Context: an optimization exercise on an open-source flow, tuned for small area. The choices shown serve that exercise and are no tape-out recipe.
Where RTL was checked, it was by simulation tests only, not by an equivalence proof against the original.
Power is estimated from default activity; no workload was simulated.

Design i2s_mavg, start of the top module:
module i2s_mavg (
	input         clk,         
	input         rst,         
	input         lrck,        
	input         adcdat,      
	input         dsp_en,      
	input  [15:0] sram_rdata,  
	output [17:0] sram_addr,   
	output [15:0] sram_wdata,  
	output        sram_we_n,   
	output        dacdat       
);
	reg        lrp;     
	reg  [3:0] cnt;     
	reg        done;    
	reg [15:0] sL, sR;  
	wire tog = lrp ^ lrck;
	always @(posedge clk) begin
		if (rst) begin
			lrp  <= 1'b0;
			cnt  <= 4'hF;
			done <= 1'b1;
		end else begin
			lrp <= lrck;
			if (tog) begin
				cnt  <= 4'hF;
				done <= 1'b0;
			end else if (cnt != 4'h0)
				cnt <= cnt - 4'h1;
			else
				done <= 1'b1;
		end
	end
	always @(posedge clk) begin
		if (rst) begin
			sL <= 16'h0;
			sR <= 16'h0;
		end else if (!done && !tog) begin
			if (lrck) sR[cnt] <= adcdat;
			else      sL[cnt] <= adcdat;
		end
	end
	localparam [2:0] C0 = 3'd0, C1 = 3'd1, C2 = 3'd2, C3 = 3'd3, C4 = 3'd4,
	                 C5 = 3'd5, P1 = 3'd6, P2 = 3'd7;
	reg [2:0] fc;
	reg       we_n;
	reg [6:0] addr;
	reg       d15;      
	always @(posedge clk) begin
		if (rst) begin
			fc   <= C0;
			we_n <= 1'b1;
			addr <= 7'd0;
			d15  <= 1'b0;
		end else begin
			case (fc)
				C0:      fc <= P1;
				P1:      fc <= tog ? P1 : P2;
				P2:      fc <= tog ? P1 : C3;
				C1:      fc <= tog ? C1 : C2;
				C2:      fc <= tog ? C1 : C3;
				C3:      fc <= tog ? C1 : C4;
				C4:      fc <= tog ? C1 : C5;
				default: fc <= tog ? C1 : C5;
			endcase
			if (!tog) begin
				if (fc == C1 || fc == P1) we_n <= 1'b1;
				if (fc == C2 || fc == P2) begin
					we_n <= 1'b0;
					d15  <= lrck ? sL[15] : sR[15];
				end
				if (fc == C3) we_n <= 1'b1;
				if (fc == C4) addr <= (addr == 7'd79) ? 7'd0 : addr + 7'd1;
			end
		end
	end
	wire showL = lrp ^ (fc == C1 || fc == C2);
	assign sram_wdata = {d15, showL ? sL[14:0] : sR[14:0]};
	reg z1, z2;
	always @(posedge clk) begin
		z1 <= z1 & ~rst;
		z2 <= z2 & ~rst;
	end
	wire wcyc = (fc == C3 && ((cnt == 4'd13 && !done) || (cnt == 4'd12 && done))
	                      && d15 == (lrp ? sL[15] : sR[15]))
  ...
Settings: LEC_CHECK=0, CAP_MARGIN=20, CORE_MARGIN=2, CORE_UTILIZATION=40, CTS_BUF_LIST=sky130_fd_sc_hd__clkbuf_8, CTS_CLUSTER_SIZE=26, SLEW_MARGIN=20; clock period 20.0 ns.
standard.sh (not shown) runs the stock make flow with config.mk's settings and CLKGATE_MAP_FILE= SYNTH_SCRIPT=/design/flow/synth_recipe.tcl, a recipe that flattens the netlist after the stock synthesis.
==> flow/flow/run.sh <==
#!/bin/bash
# Standard synthesis, then the combinational logic re-mapped by ABC for area
# (flip-flops untouched), then the standard layout with the ports buffered by
# the smallest buffer cell.
set -euo pipefail
R=$(pwd)/orfs/results/${FLOW_PLATFORM}/i2s_mavg/base
LIB=${FLOW_HOME}/platforms/${FLOW_PLATFORM}/lib/sky130_fd_sc_hd__tt_025C_1v80.lib
bash standard.sh synth > synth.log 2>&1
cp $R/1_2_yosys.v $R/1_2_yosys_standard.v
sed -e "s#LIBFILE#$LIB#g" -e "s#NETIN#$R/1_2_yosys_standard.v#" -e "s#NETOUT#$R/1_2_yosys_area.v#" \
    -e "s#TOP#${FLOW_TOP}#" -e "s#ABCSCRIPT#$(pwd)/flow/area.abc#" flow/reabc.ys > reabc_run.ys
yosys -l reabc.log reabc_run.ys > /dev/null 2>&1
cp $R/1_2_yosys_area.v $R/1_2_yosys.v
export BUFFER_PORTS_ARGS="-buffer_cell sky130_fd_sc_hd__buf_1"
bash standard.sh finish > finish.log 2>&1
==> flow/flow/area.abc <==
strash
&get -n
&deepsyn -T 10
&put
dch -f
amap
==> flow/flow/reabc.ys <==
# Re-map the combinational logic of the standard synthesis for area.
# The flip-flops are kept as they are (same cells, names and connections).
read_liberty -ignore_miss_func LIBFILE
read_verilog NETIN
hierarchy -top TOP
blackbox sky130_fd_sc_hd__dfxtp_1 sky130_fd_sc_hd__dfxtp_2 sky130_fd_sc_hd__dfxtp_4
flatten
rename -hide w:*.*
opt -purge
techmap
opt -purge
abc -liberty LIBFILE -script ABCSCRIPT -dont_use *probe* -dont_use *lpflow* -dont_use *clkdly* -dont_use *dlygate* -dont_use *clkbuf* -dont_use *clkinv*
opt_clean -purge
hilomap -singleton -hicell sky130_fd_sc_hd__conb_1 HI -locell sky130_fd_sc_hd__conb_1 LO
setundef -zero
insbuf -buf sky130_fd_sc_hd__buf_1 A X
check
stat -liberty LIBFILE
write_verilog -noattr -nohex -nodec NETOUT
The first run finished clean.
Edit:
--- a/flow/config.mk
+++ b/flow/config.mk
@@ -11,3 +11,2 @@
 export CTS_BUF_LIST = sky130_fd_sc_hd__clkbuf_8
-export CTS_CLUSTER_SIZE = 26
 export SLEW_MARGIN = 20
What happened: The changed run produced a clean layout. Wire length stays the same. Die area does not change. Setup slack stays the same. Worst hold slack stays the same. Non-clock buffer count is unchanged. Total power does not change. Via count is unchanged. Sequential share of layout area is unchanged. Area after synthesis does not change. Utilization does not change.
Edit:
==> flow/flow/area.abc (replaced) <==
strash
&get -n
&deepsyn -T 10
&put
dch -f
map -a
Non-clock buffer count goes up by 3. Setup slack loses 0.083 ns. Synthesized area goes up by 4.3%. Cell area goes up by 3.8%. Sequential power goes down by about 6%. Clock-buffer cell count goes down by 1. Sequential cell count stays the same. Global-route usage goes down by 0.75 points.
Edit:
==> flow/flow/area.abc (replaced) <==
strash
&get -n
&deepsyn -T 10
&put
dch -f
amap
--- a/flow/config.mk
+++ b/flow/config.mk
@@ -10,3 +10,4 @@
 export CORE_UTILIZATION = 40
-export CTS_BUF_LIST = sky130_fd_sc_hd__clkbuf_8
+export CTS_BUF_LIST = sky130_fd_sc_hd__clkbuf_16
+export CTS_CLUSTER_SIZE = 40
 export SLEW_MARGIN = 20
Result: Total power is higher by a quarter to a third. Synthesized area is lower by a few percent. Register-to-register slack loses 0.65 ns. Wire length went down slightly. Worst hold slack is better by 0.025 ns.


== north ==
i2s_mavg, a different RTL version from the one above (not shown whole).
Size: about 670 cells after synthesis, roughly 57 I/O pins.
clock: 20.0 ns
lec_check: 0
cap_margin: 20
core_margin: 2
core_utilization: 80
cts_buf_list: sky130_fd_sc_hd__clkbuf_8
gpl_timing_driven: 0
slew_margin: 20
==> flow/flow/run.sh <==
#!/bin/bash
# Standard synthesis; then its combinational logic is re-mapped by ABC for
# area (flip-flops untouched), trying several ABC scripts and keeping the
# smallest netlist; then the standard layout, with the ports buffered by the
# smallest buffer cell and a clock tree without dummy loads.
set -euo pipefail
W=$(pwd)
R=$W/orfs/results/${FLOW_PLATFORM}/i2s_mavg/base
LIB=${FLOW_HOME}/platforms/${FLOW_PLATFORM}/lib/sky130_fd_sc_hd__tt_025C_1v80.lib
bash standard.sh synth > synth.log 2>&1
cp $R/1_2_yosys.v $R/1_2_yosys_standard.v
mkdir -p $W/reabc
run_one() {
  local name=$1 pre=$2 seed=$3
  printf 'strash\n%s\n&get -n\n&deepsyn -T 10 -S %s\n&put\ndch -f\namap\n' "$pre" "$seed" > $W/reabc/$name.abc
  sed -e "s#LIBFILE#$LIB#g" -e "s#NETIN#$R/1_2_yosys_standard.v#" -e "s#NETOUT#$W/reabc/$name.v#" \
      -e "s#TOP#${FLOW_TOP}#" -e "s#ABCSCRIPT#$W/reabc/$name.abc#" $W/flow/reabc.ys > $W/reabc/$name.ys
  yosys -l $W/reabc/$name.log $W/reabc/$name.ys > /dev/null 2>&1 || true
}
n=0
for pre in "" "dc2"; do
  for seed in 0 3 7 11; do
    run_one "t${n}" "$pre" "$seed" &
    n=$((n+1))
    if (( n % ${NUM_CORES:-4} == 0 )); then wait; fi
  done
done
wait
best=""; barea=""
for l in $W/reabc/t*.log; do
  a=$(grep "Chip area" $l | awk '{print $NF}' || true)
  v=${l%.log}.v
  [[ -n "$a" && -s "$v" ]] || continue
  if [[ -z "$barea" ]] || awk "BEGIN{exit !($a < $barea)}"; then best=$v; barea=$a; fi
done
echo "best: $best $barea" > reabc.log
cat $W/reabc/t*.log >> reabc.log
cp $best $R/1_2_yosys.v
export BUFFER_PORTS_ARGS="-buffer_cell sky130_fd_sc_hd__buf_1"
export CTS_ARGS="-sink_clustering_enable -repair_clock_nets -buf_list sky130_fd_sc_hd__clkbuf_8 -dont_use_dummy_load"
bash standard.sh finish > finish.log 2>&1
==> flow/flow/reabc.ys <==
# Re-map the combinational logic of the standard synthesis for area.
# The flip-flops are kept as they are (same cells, names and connections).
read_liberty -ignore_miss_func LIBFILE
read_verilog NETIN
hierarchy -top TOP
blackbox sky130_fd_sc_hd__*df* sky130_fd_sc_hd__*dl*
flatten
rename -hide w:*.*
opt -purge
techmap
opt -purge
abc -liberty LIBFILE -script ABCSCRIPT -dont_use *probe* -dont_use *lpflow* -dont_use *clkdly* -dont_use *dlygate* -dont_use *clkbuf* -dont_use *clkinv*
opt_clean -purge
hilomap -singleton -hicell sky130_fd_sc_hd__conb_1 HI -locell sky130_fd_sc_hd__conb_1 LO
setundef -zero
insbuf -buf sky130_fd_sc_hd__buf_1 A X
check
stat -liberty LIBFILE
write_verilog -noattr -nohex -nodec NETOUT
north failed in global placement (3_3_place_gp) with GPL-0301.
#### Input delta (south over north)
Settings: swapping 80 for 70 in CORE_UTILIZATION.
==> flow/flow/run.sh <==
#!/bin/bash
# Standard synthesis, then the combinational logic re-mapped by ABC for area
# (flip-flops untouched), then the standard layout with the ports buffered by
# the smallest buffer cell and a clock tree without dummy loads.
set -euo pipefail
R=$(pwd)/orfs/results/${FLOW_PLATFORM}/i2s_mavg/base
LIB=${FLOW_HOME}/platforms/${FLOW_PLATFORM}/lib/sky130_fd_sc_hd__tt_025C_1v80.lib
bash standard.sh synth > synth.log 2>&1
cp $R/1_2_yosys.v $R/1_2_yosys_standard.v
sed -e "s#LIBFILE#$LIB#g" -e "s#NETIN#$R/1_2_yosys_standard.v#" -e "s#NETOUT#$R/1_2_yosys_area.v#" \
    -e "s#TOP#${FLOW_TOP}#" -e "s#ABCSCRIPT#$(pwd)/flow/area.abc#" flow/reabc.ys > reabc_run.ys
yosys -l reabc.log reabc_run.ys > /dev/null 2>&1
cp $R/1_2_yosys_area.v $R/1_2_yosys.v
export BUFFER_PORTS_ARGS="-buffer_cell sky130_fd_sc_hd__buf_1"
# the standard clock tree arguments, without the dummy balancing loads
export CTS_ARGS="-sink_clustering_enable -repair_clock_nets -buf_list sky130_fd_sc_hd__clkbuf_8 -dont_use_dummy_load"
bash standard.sh finish > finish.log 2>&1
==> flow/flow/area.abc (new file) <==
strash
&get -n
&deepsyn -T 10
&put
dch -f
amap
## What came out
- Re area after synthesis: no difference whatsoever between south and north.
- Among south and north, the run that stopped before the end is north, and it is the only one.
- Re post-synthesis net count: no difference whatsoever between south and north.
- Between south and north, the difference in average instance area after synthesis is negligible.
- | starting utilization of the core area | south vs north | 10 points lower |
- In terms of top-level I/O count, south and north differ only marginally.
- Between north and south, the flow reports die outline width increasing by a few percent.


Setup of v6:
i2s_mavg, a different RTL version from the one above (not shown whole).
Size: ~57 I/O pins, roughly 4900 sq um of cells after synthesis.
## i2s_mavg
module i2s_mavg (
	input         clk,         
	input         rst,         
	input         lrck,        
	input         adcdat,      
	input         dsp_en,      
	input  [15:0] sram_rdata,  
	output [17:0] sram_addr,   
	output [15:0] sram_wdata,  
	output        sram_we_n,   
	output        dacdat       
);
export LEC_CHECK = 0
export CAP_MARGIN = 20
export CORE_MARGIN = 2
export CORE_UTILIZATION = 70
export CTS_BUF_LIST = sky130_fd_sc_hd__clkbuf_8
export SLEW_MARGIN = 20
create_clock -name core_clock -period 20.0 [get_ports {clk}]
==> flow/flow/run.sh <==
#!/bin/bash
# Standard synthesis, then the combinational logic re-mapped by ABC for area
# (flip-flops untouched), then the standard layout with the ports buffered by
# the smallest buffer cell and a clock tree without dummy loads.
set -euo pipefail
R=$(pwd)/orfs/results/${FLOW_PLATFORM}/i2s_mavg/base
LIB=${FLOW_HOME}/platforms/${FLOW_PLATFORM}/lib/sky130_fd_sc_hd__tt_025C_1v80.lib
bash standard.sh synth > synth.log 2>&1
cp $R/1_2_yosys.v $R/1_2_yosys_standard.v
sed -e "s#LIBFILE#$LIB#g" -e "s#NETIN#$R/1_2_yosys_standard.v#" -e "s#NETOUT#$R/1_2_yosys_area.v#" \
    -e "s#TOP#${FLOW_TOP}#" -e "s#ABCSCRIPT#$(pwd)/flow/area.abc#" flow/reabc.ys > reabc_run.ys
yosys -l reabc.log reabc_run.ys > /dev/null 2>&1
cp $R/1_2_yosys_area.v $R/1_2_yosys.v
export BUFFER_PORTS_ARGS="-buffer_cell sky130_fd_sc_hd__buf_1"
# the standard clock tree arguments, without the dummy balancing loads
export CTS_ARGS="-sink_clustering_enable -repair_clock_nets -buf_list sky130_fd_sc_hd__clkbuf_8 -dont_use_dummy_load"
bash standard.sh finish > finish.log 2>&1
==> flow/flow/area.abc <==
strash
&get -n
&deepsyn -T 10
&put
dch -f
amap
Scripts as last shown in full above: flow/flow/reabc.ys
v6 was carried through to the last stage, and its layout satisfied the timing, design-rule and antenna checks.
diff inputs: v6 => v7
Settings: swapping 20 for 0 in SLEW_MARGIN; swapping 20 for 0 in CAP_MARGIN.
### Flow results
v6 → v7: TritonCTS sink count closely matched the old numbers, final routed DRC violation total closely matched the old numbers.
For clock network fraction of total power, v7 and v6 come out practically identical.
Number of buffers created by CTS: v7 vs v6 identical
Area growth from synthesis to layout: v7 vs v6 identical
v7 vs. v6: setup slack of the critical path after layout level; reported sequential group power closely matched the old numbers.
No functional check of the RTL was part of any run of this note.


alpha:
The RTL this note starts from:
==> flow/design.v <==
module i2s_mavg (
	input         clk,         
	input         rst,         
	input         lrck,        
	input         adcdat,      
	input         dsp_en,      
	input  [15:0] sram_rdata,  
	output [17:0] sram_addr,   
	output [15:0] sram_wdata,  
	output        sram_we_n,   
	output        dacdat       
);
	reg        lrp;     
	reg  [3:0] cnt;     
	reg        done;    
	reg [15:0] sL, sR;  
	wire tog = lrp ^ lrck;
	always @(posedge clk) begin
		if (rst) begin
			lrp  <= 1'b0;
			cnt  <= 4'hF;
			done <= 1'b1;
		end else begin
			lrp <= lrck;
			if (tog) begin
				cnt  <= 4'hF;
				done <= 1'b0;
			end else if (cnt != 4'h0)
				cnt <= cnt - 4'h1;
			else
				done <= 1'b1;
		end
	end
	always @(posedge clk) begin
		if (rst) begin
			sL <= 16'h0;
			sR <= 16'h0;
		end else if (!done && !tog) begin
			if (lrck) sR[cnt] <= adcdat;
			else      sL[cnt] <= adcdat;
		end
	end
	localparam [2:0] C0 = 3'd0, C1 = 3'd1, C2 = 3'd2, C3 = 3'd3, C4 = 3'd4,
	                 C5 = 3'd5, P1 = 3'd6, P2 = 3'd7;
	reg [2:0] fc;
	reg       we_n;
	reg [6:0] addr;
	reg       d15;      
	always @(posedge clk) begin
		if (rst) begin
			fc   <= C0;
			we_n <= 1'b1;
			addr <= 7'd0;
			d15  <= 1'b0;
		end else begin
			case (fc)
				C0:      fc <= P1;
				P1:      fc <= tog ? P1 : P2;
				P2:      fc <= tog ? P1 : C3;
				C1:      fc <= tog ? C1 : C2;
				C2:      fc <= tog ? C1 : C3;
				C3:      fc <= tog ? C1 : C4;
				C4:      fc <= tog ? C1 : C5;
				default: fc <= tog ? C1 : C5;
			endcase
			if (!tog) begin
				if (fc == C1 || fc == P1) we_n <= 1'b1;
				if (fc == C2 || fc == P2) begin
					we_n <= 1'b0;
					d15  <= lrck ? sL[15] : sR[15];
				end
				if (fc == C3) we_n <= 1'b1;
				if (fc == C4) addr <= (addr == 7'd79) ? 7'd0 : addr + 7'd1;
			end
		end
	end
	wire showL = lrp ^ (fc == C1 || fc == C2);
	assign sram_wdata = {d15, showL ? sL[14:0] : sR[14:0]};
	reg z1, z2, z3;
	always @(posedge clk) begin
		z1 <= z1 & ~rst;
		z2 <= z2 & ~rst;
		z3 <= z3 & ~rst;
	end
	wire wcyc = (fc == C3 && ((cnt == 4'd13 && !done) || (cnt == 4'd12 && done))
	                      && d15 == (lrp ? sL[15] : sR[15]))
	         || (fc == C1 && cnt == 4'hF && !done && d15 == (lrp ? sR[15] : sL[15]));
	assign sram_addr  = {{6{z1}}, {5{z2}}, addr};
	assign sram_we_n  = we_n | ~wcyc | z3;
	reg [22:0] accA, accB;
	wire upr = (fc == C2 || fc == P2) && !tog;
	wire upd = (fc == C3);
	wire [15:0] xo = ({16{upd}} & sram_wdata) | ({16{upr}} & ~sram_rdata);
	wire [22:0] x  = {{7{xo[15]}}, xo};
	wire [22:0] sum;
	wire [23:0] sc;
	assign sc[0] = upr;
	genvar gi;
	generate
		for (gi = 0; gi < 23; gi = gi + 1) begin : g_acc
			assign sum[gi]  = accB[gi] ^ x[gi] ^ sc[gi];
			assign sc[gi+1] = (accB[gi] & x[gi]) | (sc[gi] & (accB[gi] ^ x[gi]));
		end
	endgenerate
	always @(posedge clk) begin
		if (rst) begin
			accA <= 23'd0;
			accB <= 23'd0;
		end else if (tog) begin
			accA <= sum;
			accB <= accA;
		end else
			accB <= sum;
	end
	reg  dpass, ddsp;   
	reg  [2:0] rr;
	wire sg = accA[22];
	wire [18:0] ah = accA[22:4];
	wire [18:0] y;
	wire [19:0] yc;
	assign yc[0] = sg & (accA[3:0] != 4'd0);
	assign y[0] = ah[0] ^ yc[0];
	assign yc[1] = ah[0] & yc[0];
	assign y[1] = ah[1] ^ yc[1];
	assign yc[2] = ah[1] & yc[1];
	assign y[2] = ah[2] ^ sg ^ yc[2];
	assign yc[3] = (ah[2] & sg) | (yc[2] & (ah[2] ^ sg));
	generate
		for (gi = 3; gi < 19; gi = gi + 1) begin : g_y
			assign y[gi] = ah[gi] ^ yc[gi];
			assign yc[gi+1] = ah[gi] & yc[gi];
		end
	endgenerate
	reg  [2:0] r0;
	always @(*) begin
		case (y[18:15])
			4'd0, 4'd5, 4'd11:        r0 = 3'd0;  
			4'd1, 4'd6, 4'd12:        r0 = 3'd1;
			4'd2, 4'd7, 4'd8, 4'd13:  r0 = 3'd2;
			4'd3, 4'd9, 4'd14:        r0 = 3'd3;
			default:                  r0 = 3'd4;  
		endcase
	end
	wire [3:0] cm1 = cnt - 4'd1;
	wire [2:0] rc  = (cnt == 4'hF) ? r0 : rr;
	wire [3:0] t   = {rc, y[cm1]};
	wire       qb  = (t >= 4'd5);
	wire [3:0] tr  = qb ? t - 4'd5 : t;
	always @(posedge clk) begin
		rr  <= tr[2:0];
	end
	always @(negedge clk or posedge rst) begin
		if (rst) begin
			dpass <= 1'b0;
			ddsp  <= 1'b0;
		end else begin
			if (cnt != 4'h0 || !done)
				dpass <= lrp ? sR[cnt] : sL[cnt];
			ddsp <= (cnt != 4'h0) & qb;
		end
	end
	assign dacdat = dsp_en ? ddsp : dpass;
endmodule
export LEC_CHECK = 0
export CAP_MARGIN = 20
export CORE_MARGIN = 2
export CORE_UTILIZATION = 70
export CTS_BUF_LIST = sky130_fd_sc_hd__clkbuf_8
export GPL_TIMING_DRIVEN = 0
export SLEW_MARGIN = 20
create_clock -name core_clock -period 20.0 [get_ports {clk}]
==> flow/flow/run.sh <==
#!/bin/bash
# Standard synthesis; then its combinational logic is re-mapped by ABC for
# area (flip-flops untouched), trying several ABC scripts and keeping the
# smallest netlist; then the standard layout, with the ports buffered by the
# smallest buffer cell and a clock tree without dummy loads.
set -euo pipefail
W=$(pwd)
R=$W/orfs/results/${FLOW_PLATFORM}/i2s_mavg/base
LIB=${FLOW_HOME}/platforms/${FLOW_PLATFORM}/lib/sky130_fd_sc_hd__tt_025C_1v80.lib
bash standard.sh synth > synth.log 2>&1
cp $R/1_2_yosys.v $R/1_2_yosys_standard.v
mkdir -p $W/reabc
run_one() {
  local name=$1 pre=$2 seed=$3
  printf 'strash\n%s\n&get -n\n&deepsyn -T 10 -S %s\n&put\ndch -f\namap\n' "$pre" "$seed" > $W/reabc/$name.abc
  sed -e "s#LIBFILE#$LIB#g" -e "s#NETIN#$R/1_2_yosys_standard.v#" -e "s#NETOUT#$W/reabc/$name.v#" \
      -e "s#TOP#${FLOW_TOP}#" -e "s#ABCSCRIPT#$W/reabc/$name.abc#" $W/flow/reabc.ys > $W/reabc/$name.ys
  yosys -l $W/reabc/$name.log $W/reabc/$name.ys > /dev/null 2>&1 || true
}
n=0
for pre in "" "dc2" "dch" "resub -K 8"; do
  for seed in 0 3 7 11; do
    run_one "t${n}" "$pre" "$seed" &
    n=$((n+1))
    if (( n % ${NUM_CORES:-4} == 0 )); then wait; fi
  done
done
wait
best=""; barea=""
for l in $W/reabc/t*.log; do
  a=$(grep "Chip area" $l | awk '{print $NF}' || true)
  v=${l%.log}.v
  [[ -n "$a" && -s "$v" ]] || continue
  if [[ -z "$barea" ]] || awk "BEGIN{exit !($a < $barea)}"; then best=$v; barea=$a; fi
done
echo "best: $best $barea" > reabc.log
cat $W/reabc/t*.log >> reabc.log
cp $best $R/1_2_yosys.v
export BUFFER_PORTS_ARGS="-buffer_cell sky130_fd_sc_hd__buf_1"
export PRE_GLOBAL_PLACE_TCL=$W/flow/pre_gpl.tcl
export CTS_ARGS="-sink_clustering_enable -repair_clock_nets -buf_list sky130_fd_sc_hd__clkbuf_8 -dont_use_dummy_load"
bash standard.sh finish > finish.log 2>&1
==> flow/flow/pre_gpl.tcl <==
# Remove the buffers synthesis left (they only split nets that drive several
# output ports) before the ports get their own buffers.
remove_buffers
Scripts as last shown in full above: flow/flow/reabc.ys
The following lists how epsilon was set up differently from alpha:
--- a/flow/flow/run.sh
+++ b/flow/flow/run.sh
@@ -21 +21 @@
-for pre in "" "dc2" "dch" "resub -K 8"; do
+for pre in "" "dc2"; do
@@ -40 +39,0 @@
-export PRE_GLOBAL_PLACE_TCL=$W/flow/pre_gpl.tcl
removed: flow/flow/pre_gpl.tcl
==> comparison <==
Looking at the reports, alpha completed the entire flow and the layout it produced met the timing, design-rule and antenna checks.
epsilon: no failed stages, no open violations at the end
Delta (epsilon minus alpha): global-route usage grew by 1.7 points, final area grew by about 0.9%, combinational group share of total power held steady.
Via count in epsilon is about 2% above alpha.
In epsilon relative to alpha, wire length of the first global-routing pass had gone up by a few percent.
met2 global-route usage ended up 1.6 points higher on epsilon than on alpha.
